Source: an optimization exercise on an open RTL-to-GDS flow (aim: small area, a short achievable clock period and few clock cycles). Production flows keep margins and buffers that such runs may drop.
RTL that was checked went through simulation tests only; none was proved equivalent to the original.
Power is estimated from default activity; no workload was simulated.

Setup of raven:
==> flow/design.v <==
`timescale 1ns / 1ps
module projectCPU2020(
  clk,
  rst,
  wrEn,
  data_fromRAM,
  addr_toRAM,
  data_toRAM,
  PC,
  W
);
input clk, rst;
input wire [15:0] data_fromRAM;
output wire [15:0] data_toRAM;
output wire wrEn;
output wire [12:0] addr_toRAM;
output reg [12:0] PC;
output reg [15:0] W;
wire [15:0] D = data_fromRAM;
reg        dec, ind;
reg        pend;                   
reg        skp;                    
reg        isSt;                   
reg        xAdd, xNor, xShf, xGt, xLd, xSz, xJmp;   
wire       aZero = (D[12:0] == 13'd0);
wire       dZero = (D == 16'd0);
wire       opSt  = (D[15:13] == 3'd6);
reg  [12:0] pc1;
integer k;
always @(*)
  for (k = 0; k < 13; k = k + 1)
    pc1[k] = PC[k] ^ ((PC & ((13'd1 << k) - 13'd1)) == ((13'd1 << k) - 13'd1));
wire        useD = dec | ind | xJmp;
assign addr_toRAM = useD ? {D[12:2], D[1] | (dec & aZero), D[0]} : pc1;
assign wrEn       = (dec & opSt & ~aZero) | (ind & isSt);
assign data_toRAM = W;
wire        hi   = |D[15:6];
wire        left = hi | D[4];           
wire        rot  = hi | D[5];           
wire [3:0]  s    = D[3:0];
wire [3:0]  t    = {s[3] ^ (left & (s[0] | s[1] | s[2])),
                    s[2] ^ (left & (s[0] | s[1])),
                    s[1] ^ (left & s[0]),
                    s[0]};
wire [15:0] r0   = t[0] ? {W[0],     W[15:1]}  : W;
wire [15:0] r1   = t[1] ? {r0[1:0],  r0[15:2]} : r0;
wire [15:0] r2   = t[2] ? {r1[3:0],  r1[15:4]} : r1;
wire [15:0] rr   = t[3] ? {r2[7:0],  r2[15:8]} : r2;
wire [15:0] msk  = rot  ? 16'hFFFF :
                   left ? (16'hFFFF << s) : (16'hFFFF >> s);
wire [15:0] sh   = rr & msk;
wire [16:0] sum  = {1'b0, W ^ {16{xGt}}} + {1'b0, D} + {16'd0, xGt};
wire        gt   = ~sum[16];            
wire        sAdd  = pend & xAdd;
wire        sNor  = pend & xNor;
wire        sShf  = pend & xShf;
wire        sGt   = pend & xGt;
wire        sLd   = pend & xLd;
wire        sKeep = ~(sAdd | sNor | sShf | sGt | sLd);
wire [15:0] res   = ({16{sAdd}}  & sum[15:0]) |
                    ({16{sNor}}  & ~(W | D)) |
                    ({16{sShf}}  & sh) |
                    ({16{sGt}}   & {15'd0, gt}) |
                    ({16{sLd}}   & D) |
                    ({16{sKeep}} & W);
wire goInd = dec & aZero;
wire tk    = pend & xSz & dZero;      
always @(posedge clk) begin
  if (rst) begin
    dec  <= 1'b0;
    ind  <= 1'b0;
    skp  <= 1'b0;
    pend <= 1'b0;
    isSt <= 1'b0;
    {xAdd, xNor, xShf, xGt, xLd, xSz, xJmp} <= 7'd0;
    PC   <= 13'h1FFF;    
    W    <= 16'd0;
  end else begin
    dec  <= ~dec & ~ind & ~tk;
    ind  <= goInd;
    skp  <= tk;
    if (dec) begin
      isSt <= opSt;
      {xAdd, xNor, xShf, xGt, xLd, xSz, xJmp} <=
        opSt ? 7'd0 :
        {D[15:13] == 3'd0, D[15:13] == 3'd1, D[15:13] == 3'd2, D[15:13] == 3'd3,
         D[15:13] == 3'd5, D[15:13] == 3'd4, D[15:13] == 3'd7};
      pend <= ~aZero & ~opSt;
    end else if (ind) begin
      {xAdd, xNor, xShf, xGt, xLd, xSz, xJmp} <=
        {xAdd, xNor, xShf, xGt, xLd, xSz, xJmp};
      pend <= ~isSt;
    end else begin
      {xAdd, xNor, xShf, xGt, xLd, xSz, xJmp} <= 7'd0;
      pend <= 1'b0;
    end
    if (~dec & ~ind)
      PC <= xJmp ? D[12:0] : pc1;    
    W <= res;
  end
end
endmodule
==> flow/config.mk <==
export PLATFORM = sky130hd
export DESIGN_NAME = projectCPU2020
export DESIGN_NICKNAME = projectCPU2020
export VERILOG_FILES = /design/flow/design.v
export SDC_FILE = /design/flow/constraint.sdc
export NUM_CORES = 4
export LEC_CHECK = 0
export ABC_AREA = 1
export CAP_MARGIN = 20
export CORE_MARGIN = 2
export CORE_UTILIZATION = 40
export PLACE_DENSITY = 0.6
export SETUP_SLACK_MARGIN = 2.6
export SLEW_MARGIN = 20
export TNS_END_PERCENT = 0
==> flow/constraint.sdc <==
create_clock -name core_clock -period 5.5 [get_ports {clk}]
set_input_delay 1.1000 -clock core_clock [delete_from_list [all_inputs] [get_ports {clk}]]
set_output_delay 1.1000 -clock core_clock [all_outputs]
set_load 0.01 [all_outputs]
standard.sh (not shown) runs the stock make flow with config.mk's settings and CLKGATE_MAP_FILE= SYNTH_SCRIPT=/design/flow/synth_recipe.tcl, a recipe that flattens the netlist after the stock synthesis.
==> flow/flow/run.sh <==
#!/bin/bash
# Standard ORFS layout; port buffers use buf_1 instead of the default pick.
set -euo pipefail
bash standard.sh "BUFFER_PORTS_ARGS=-buffer_cell sky130_fd_sc_hd__buf_1" finish > orfs_make.log 2>&1
For onyx, these inputs were changed with respect to raven:
-- flow/design.v --
<<< raven, line 31
  for (k = 0; k < 13; k = k + 1)
    pc1[k] = PC[k] ^ ((PC & ((13'd1 << k) - 13'd1)) == ((13'd1 << k) - 13'd1));
wire        useD = dec | ind | xJmp;
assign addr_toRAM = useD ? {D[12:2], D[1] | (dec & aZero), D[0]} : pc1;
assign wrEn       = (dec & opSt & ~aZero) | (ind & isSt);
assign data_toRAM = W;
>>> onyx, line 31
  for (k = 0; k < 13; k = k + 1)
    pc1[k] = PC[k] ^ ((PC & ((13'd1 << k) - 13'd1)) == ((13'd1 << k) - 13'd1));
wire [12:0] nxt = (pend | skp) ? pc1 : PC;
wire        useD = dec | ind | xJmp;
assign addr_toRAM = useD ? {D[12:2], D[1] | (dec & aZero), D[0]} : nxt;
assign wrEn       = (dec & opSt & ~aZero) | (ind & isSt);
assign data_toRAM = W;
<<< raven, line 52
wire [16:0] sum  = {1'b0, W ^ {16{xGt}}} + {1'b0, D} + {16'd0, xGt};
wire        gt   = ~sum[16];            
wire        sAdd  = pend & xAdd;
wire        sNor  = pend & xNor;
wire        sShf  = pend & xShf;
wire        sGt   = pend & xGt;
wire        sLd   = pend & xLd;
wire        sKeep = ~(sAdd | sNor | sShf | sGt | sLd);
wire [15:0] res   = ({16{sAdd}}  & sum[15:0]) |
                    ({16{sNor}}  & ~(W | D)) |
                    ({16{sShf}}  & sh) |
                    ({16{sGt}}   & {15'd0, gt}) |
                    ({16{sLd}}   & D) |
                    ({16{sKeep}} & W);
wire goInd = dec & aZero;
wire tk    = pend & xSz & dZero;      
always @(posedge clk) begin
  if (rst) begin
>>> onyx, line 53
wire [16:0] sum  = {1'b0, W ^ {16{xGt}}} + {1'b0, D} + {16'd0, xGt};
wire        gt   = ~sum[16];            
reg [15:0] res;
always @(*) begin
  res = W;
  case (1'b1)
    xAdd: res = sum[15:0];
    xNor: res = ~(W | D);
    xShf: res = sh;
    xGt:  res = {15'd0, gt};
    xLd:  res = D;
    default: res = W;
  endcase
end
wire goInd = dec & aZero;
wire tk    = pend & xSz & dZero;      
wire st    = (dec & opSt & ~aZero) | (ind & isSt);
always @(posedge clk) begin
  if (rst) begin
<<< raven, line 74
    isSt <= 1'b0;
    {xAdd, xNor, xShf, xGt, xLd, xSz, xJmp} <= 7'd0;
    PC   <= 13'h1FFF;    
    W    <= 16'd0;
  end else begin
>>> onyx, line 76
    isSt <= 1'b0;
    {xAdd, xNor, xShf, xGt, xLd, xSz, xJmp} <= 7'd0;
    PC   <= 13'd0;
    W    <= 16'd0;
  end else begin
<<< raven, line 95
      pend <= 1'b0;
    end
    if (~dec & ~ind)
      PC <= xJmp ? D[12:0] : pc1;    
    W <= res;
  end
end
>>> onyx, line 97
      pend <= 1'b0;
    end
    if (st)
      PC <= pc1;
    else if (~dec & ~ind)
      PC <= addr_toRAM;    
    if (pend)
      W <= res;
  end
end
==> comparison <==
NOTE synthesized area divided by synthesized cell count raven->onyx decreased slightly. Changes observed in onyx relative to raven: area used by sequential logic in the layout increased about 2.2%, highest clock rate increased 1.9 MHz, maximum vdd drop increased about 7%. Xor-xnor portion of the synthesized cell area was lower in raven than in onyx. Delta (onyx minus raven): width of the die shows an increase of 2.5%; final weighted congestion in routability-driven placement picked up an extra about 2.6%; layout sequential cell count went up; power share of the combinational group -2.2 points. onyx — area after synthesis about 5% higher, raven as reference. Taking raven as the reference point, the final worst-path cycle share of onyx falls by 0.38 points. Wire: onyx routes more than raven. In the tables for onyx and raven, critical path depth reads lower with raven.
Testbench counts of onyx, summed over its fixed seeds: cycles 64,920.
No functional check of the RTL was part of raven.

## static timing again, ports no longer ideal
How much do the figures lean on ideal ports? The routed layouts below were timed once more, with nothing changed but the port constraints. Step 1 assumes that a clkbuf_16 drives the clock port and a buf_2 every other input. Step 2 adds t to the input delays and takes it off the output delays; t is the mean of the earliest and latest rising clock arrival at the registers after step 1. Input paths then give back, and output paths get back, about the clock's delay inside the block. Three values: no drivers, after step 1, after step 2; two values: the first two.
run | t (ns) | slack for setup (ns) | worst slew at a driven data input, ns
raven | 0.339 | 2.205 / 2.167 / 2.110 | 0.06
onyx | 0.328 | 2.226 / 2.176 / 2.044 | 0.07
After both steps every run listed still meets setup and hold. The setup slack of onyx, which loses most, moves by -0.050 ns with the drivers and by -0.182 ns with both steps.
